From an optimization exercise on the open Yosys and OpenROAD flow, aimed at small area and a short achievable clock period; shortcuts taken in it are not production practice. Function was checked by simulation only, so behaviour that the tests miss may differ from the original. Power is estimated from default activity; no workload was simulated.

==> 05-17 <==
## alu
module alu (
    input      [31: 0] rs1,
    input      [31: 0] rs2,
    input      [ 3: 0] mode,
    input              clk,
    input              reset,
    output reg [31: 0] rd
    );
==> module alu, before the edit <==
module alu (
    input      [31: 0] rs1,
    input      [31: 0] rs2,
    input      [ 3: 0] mode,
    input              clk,
    input              reset,
    output reg [31: 0] rd
    );
    localparam ARCH = 0;
    wire sub    = mode[3] | (~mode[2] & mode[1]);           
    wire sel_as = (mode[2:0] == 3'b000);                    
    wire sel_lt = (mode[3:1] == 3'b001);                    
    wire sel_sl = (mode == 4'b0001);
    wire sel_sr = (mode[2:0] == 3'b101);                    
    wire sel_x  = (mode == 4'b0100);
    wire sel_o  = (mode == 4'b0110);
    wire sel_a  = (mode == 4'b0111);
    wire [31: 0] b  = rs2 ^ {32{sub}};
    wire [31: 0] pb = rs1 ^ b;
    wire [31: 0] gb = rs1 & b;
    wire [31: 0] pl = pb;
    wire [31: 0] gl = gb;
    wire [31: 0] G [0:5];
    wire [31: 0] P [0:5];
    assign G[0] = {gb[31:1], gb[0] | (pb[0] & sub)};
    assign P[0] = pb;
    genvar l, i;
    generate
        for (l = 0; l < 5; l = l + 1) begin : g_lvl
            for (i = 0; i < 32; i = i + 1) begin : g_bit
                if (ARCH == 0) begin : g_skl
                    if ((i >> l) & 1) begin : g_op
                        assign G[l+1][i] = G[l][i] | (P[l][i] & G[l][((i >> l) << l) - 1]);
                        assign P[l+1][i] = P[l][i] & P[l][((i >> l) << l) - 1];
                    end else begin : g_pass
                        assign G[l+1][i] = G[l][i];
                        assign P[l+1][i] = P[l][i];
                    end
                end else if (ARCH == 2) begin : g_ks
                    if (i >= (1 << l)) begin : g_op
                        assign G[l+1][i] = G[l][i] | (P[l][i] & G[l][i - (1 << l)]);
                        assign P[l+1][i] = P[l][i] & P[l][i - (1 << l)];
                    end else begin : g_pass
                        assign G[l+1][i] = G[l][i];
                        assign P[l+1][i] = P[l][i];
                    end
                end
            end
        end
    endgenerate
    wire [32: 0] c  = {G[5], sub};
    wire [31: 0] s  = pb ^ c[31:0];
    wire         c32 = c[32];
    wire         lt  = ~c32 ^ (~mode[0] & (rs1[31] ^ rs2[31]));
    wire [31: 0] rs1_rev;
    generate
        for (i = 0; i < 32; i = i + 1) begin : g_rev
            assign rs1_rev[i] = rs1[31 - i];
        end
    endgenerate
    wire [31: 0] sh_in = mode[2] ? rs1 : rs1_rev;
    wire         fill  = mode[3] & rs1[31];
    wire [31: 0] sr    = $signed({fill, sh_in}) >>> rs2[4:0];
    wire [31: 0] sr_rev;
    generate
        for (i = 0; i < 32; i = i + 1) begin : g_rrev
            assign sr_rev[i] = sr[31 - i];
        end
    endgenerate
    wire [31: 0] logic_out = ({32{sel_x | sel_o}} & pl) |
                             ({32{sel_a | sel_o}} & gl);
    wire [31: 0] result = ({32{sel_as}} & s) |
                          ({32{sel_sr}} & sr) |
                          ({32{sel_sl}} & sr_rev) |
                          logic_out |
                          {31'b0, sel_lt & lt};
    always @(posedge clk or posedge reset) begin
        if (reset)
            rd <= 32'b0;
        else
            rd <= result;
    end
endmodule
clock: 5.0 ns
lec_check: 0
cap_margin: 20
core_margin: 2
core_utilization: 70
slew_margin: 20
standard.sh (not shown) runs the stock make flow with config.mk's settings and CLKGATE_MAP_FILE= SYNTH_SCRIPT=/design/flow/synth_recipe.tcl, a recipe that flattens the netlist after the stock synthesis.
==> flow/flow/run.sh <==
#!/bin/bash
# Standard ORFS layout, with plain buf_1 cells as the port buffers.
set -euo pipefail
export BUFFER_PORTS_ARGS="-buffer_cell sky130_fd_sc_hd__buf_1"
bash standard.sh finish > flow_make.log 2>&1
==> 05-03 (differences from 05-17) <==
==> flow/design.v (replaced) <==
`timescale 10ns/100ps
module alu_add (
    input  [31: 0] rs1,
    input  [31: 0] rs2,
    output [31: 0] rd
    );
    assign rd = rs1 + rs2;
endmodule
module alu_sub (
    input  [31: 0] rs1,
    input  [31: 0] rs2,
    output [31: 0] rd
    );
    assign rd = rs1 - rs2;
endmodule
module alu_sll (
    input  [31: 0] rs1,
    input  [31: 0] rs2,
    output [31: 0] rd
    );
    wire   [ 4: 0]  amount;
    assign amount = rs2[4: 0];
    assign rd = rs1 << amount;
endmodule
module alu_slt (
    input  [31: 0] rs1,
    input  [31: 0] rs2,
    output [31: 0] rd
    );
    assign rd = {31'b0, $signed(rs1) < $signed(rs2)};
endmodule
module alu_sltu (
    input  [31: 0] rs1,
    input  [31: 0] rs2,
    output [31: 0] rd
    );
    assign rd = {31'b0, rs1 < rs2};
endmodule
module alu_xor (
    input  [31: 0] rs1,
    input  [31: 0] rs2,
    output [31: 0] rd
    );
    assign rd = rs1 ^ rs2;
endmodule
module alu_srl (
    input  [31: 0] rs1,
    input  [31: 0] rs2,
    output [31: 0] rd
    );
    wire   [ 4: 0]  amount;
    assign amount = rs2[4: 0];
    assign rd = rs1 >> amount;
endmodule
module alu_sra (
    input  [31: 0] rs1,
    input  [31: 0] rs2,
    output [31: 0] rd
    );
    wire   [ 4: 0]  amount;
    assign amount = rs2[4: 0];
    assign rd = $signed(rs1) >>> amount;
endmodule
module alu_or (
    input  [31: 0] rs1,
    input  [31: 0] rs2,
    output [31: 0] rd
    );
    assign rd = rs1 | rs2;
endmodule
module alu_and (
    input  [31: 0] rs1,
    input  [31: 0] rs2,
    output [31: 0] rd
    );
    assign rd = rs1 & rs2;
endmodule
`timescale 1ns/100ps
module alu (
    input      [31: 0] rs1,
    input      [31: 0] rs2,
    input      [ 3: 0] mode,
    input              clk,
    input              reset,
    output reg [31: 0] rd
    );
    wire       [31: 0] add_out,  sub_out, sll_out, slt_out,
                       sltu_out, xor_out, srl_out, sra_out,
                       or_out,   and_out;
    alu_add iadd   (.rs1(rs1), .rs2(rs2), .rd(add_out));
    alu_sub isub   (.rs1(rs1), .rs2(rs2), .rd(sub_out));
    alu_sll isll   (.rs1(rs1), .rs2(rs2), .rd(sll_out));
    alu_slt islt   (.rs1(rs1), .rs2(rs2), .rd(slt_out));
    alu_sltu isltu (.rs1(rs1), .rs2(rs2), .rd(sltu_out));
    alu_xor ixor   (.rs1(rs1), .rs2(rs2), .rd(xor_out));
    alu_srl isrl   (.rs1(rs1), .rs2(rs2), .rd(srl_out));
    alu_sra isra   (.rs1(rs1), .rs2(rs2), .rd(sra_out));
    alu_or ior     (.rs1(rs1), .rs2(rs2), .rd(or_out));
    alu_and iand   (.rs1(rs1), .rs2(rs2), .rd(and_out));
    always @(posedge clk or posedge reset) begin
        if (reset) 
	        rd = 32'b0;
	    else
            case (mode)
                4'b0000:  rd = add_out;
                4'b1000:  rd = sub_out;
                4'b0001:  rd = sll_out;
                4'b0010:  rd = slt_out;
                4'b0011: rd = sltu_out;
                4'b0100:  rd = xor_out;
                4'b0101:  rd = srl_out;
                4'b1101:  rd = sra_out;
                4'b0110:   rd = or_out;
                4'b0111:  rd = and_out;
                default:      rd = 32'b0;
            endcase
    end
endmodule
==> flow/run.sh (new file) <==
#!/bin/bash
# synth_recipe.tcl (not shown) runs the flow's synth.tcl, then flattens the netlist and writes it again
# the make line also repeats each setting of config.mk as NAME=value (left out here)
make -C /OpenROAD-flow-scripts/flow DESIGN_CONFIG=/design/flow/config.mk WORK_HOME=/design/flow/orfs CLKGATE_MAP_FILE= SYNTH_SCRIPT=/design/flow/synth_recipe.tcl finish
CORE_UTILIZATION = 40   (was 70)
removed: flow/flow/run.sh
removed: flow/standard.sh
==> qor summary <==
Pin count of the biggest net entering global routing: 05-17 40; 05-03 67
Final worst hold slack: 05-17 0.767 ns; 05-03 1.12 ns
Setup slack at placement: 05-17 0.531 ns; 05-03 0.436 ns
Largest area contributor in the synthesized netlist: 05-17 mux4_2; 05-03 ha_1
Area of the core region: 05-17 0.00773 mm^2; 05-03 0.0226 mm^2
Gate power share: 05-17 59.5%; 05-03 61.6%
Non-clock buffer total of the final layout: 05-17 112; 05-03 159
Fraction of standard cell area that is sequential: 05-17 13.1%; 05-03 7.51%
Count leader, synth: 05-17 nand2_1; 05-03 nor2_1
Status: 05-17 timing/DRC/antenna clean; 05-03 timing/DRC/antenna clean
Number of fill cells: 05-17 531; 05-03 2328
Crit path arrival time: 05-17 4.42 ns; 05-03 4.55 ns
Share of synthesized area occupied by flip-flops and latches: 05-17 14.3%; 05-03 8.75%
Layout clock buffer count: 05-17 6; 05-03 5
Critical path required time: 05-17 5.17 ns; 05-03 5.19 ns
Instance count after placement with tap cells included: 05-17 788; 05-03 1645
Leak Pwr: 05-17 2.36 nW; 05-03 4.42 nW
Overall power: 05-17 1.37 mW; 05-03 1.83 mW

-- afterwards: timing with drivers on the ports --
No port has a modelled driver above. Below, the same layouts with a new extraction and two added sets of constraints.
Step 1, drivers: a clkbuf_16 drives clk and a buf_2 each remaining input, both assumed.
Step 2, shift: input delay + t, output delay - t, t = (earliest + latest rising clock arrival at the registers) / 2. This alone moves slack from input paths to output paths.
Three values: ideal, step 1, step 2; two values: the first two.
run | shift t [ns] | setup slack, ns | hold WS [ns] | clock arrival spread, ns | cell pins on the clock port's net
05-17 | 0.319 | 0.747 / 0.752 / 0.433 | 0.767 / 0.760 / 1.078 | 0.006 / 0.005 | 1
05-03 | 0.348 | 0.642 / 0.670 / 0.322 | 1.118 / 1.092 / 1.440 | 0.010 / 0.010 | 1
After both steps every run listed still meets setup and hold. For 05-03, which loses most, drivers alone change the setup slack by +0.028 ns; drivers and shift together by -0.320 ns.
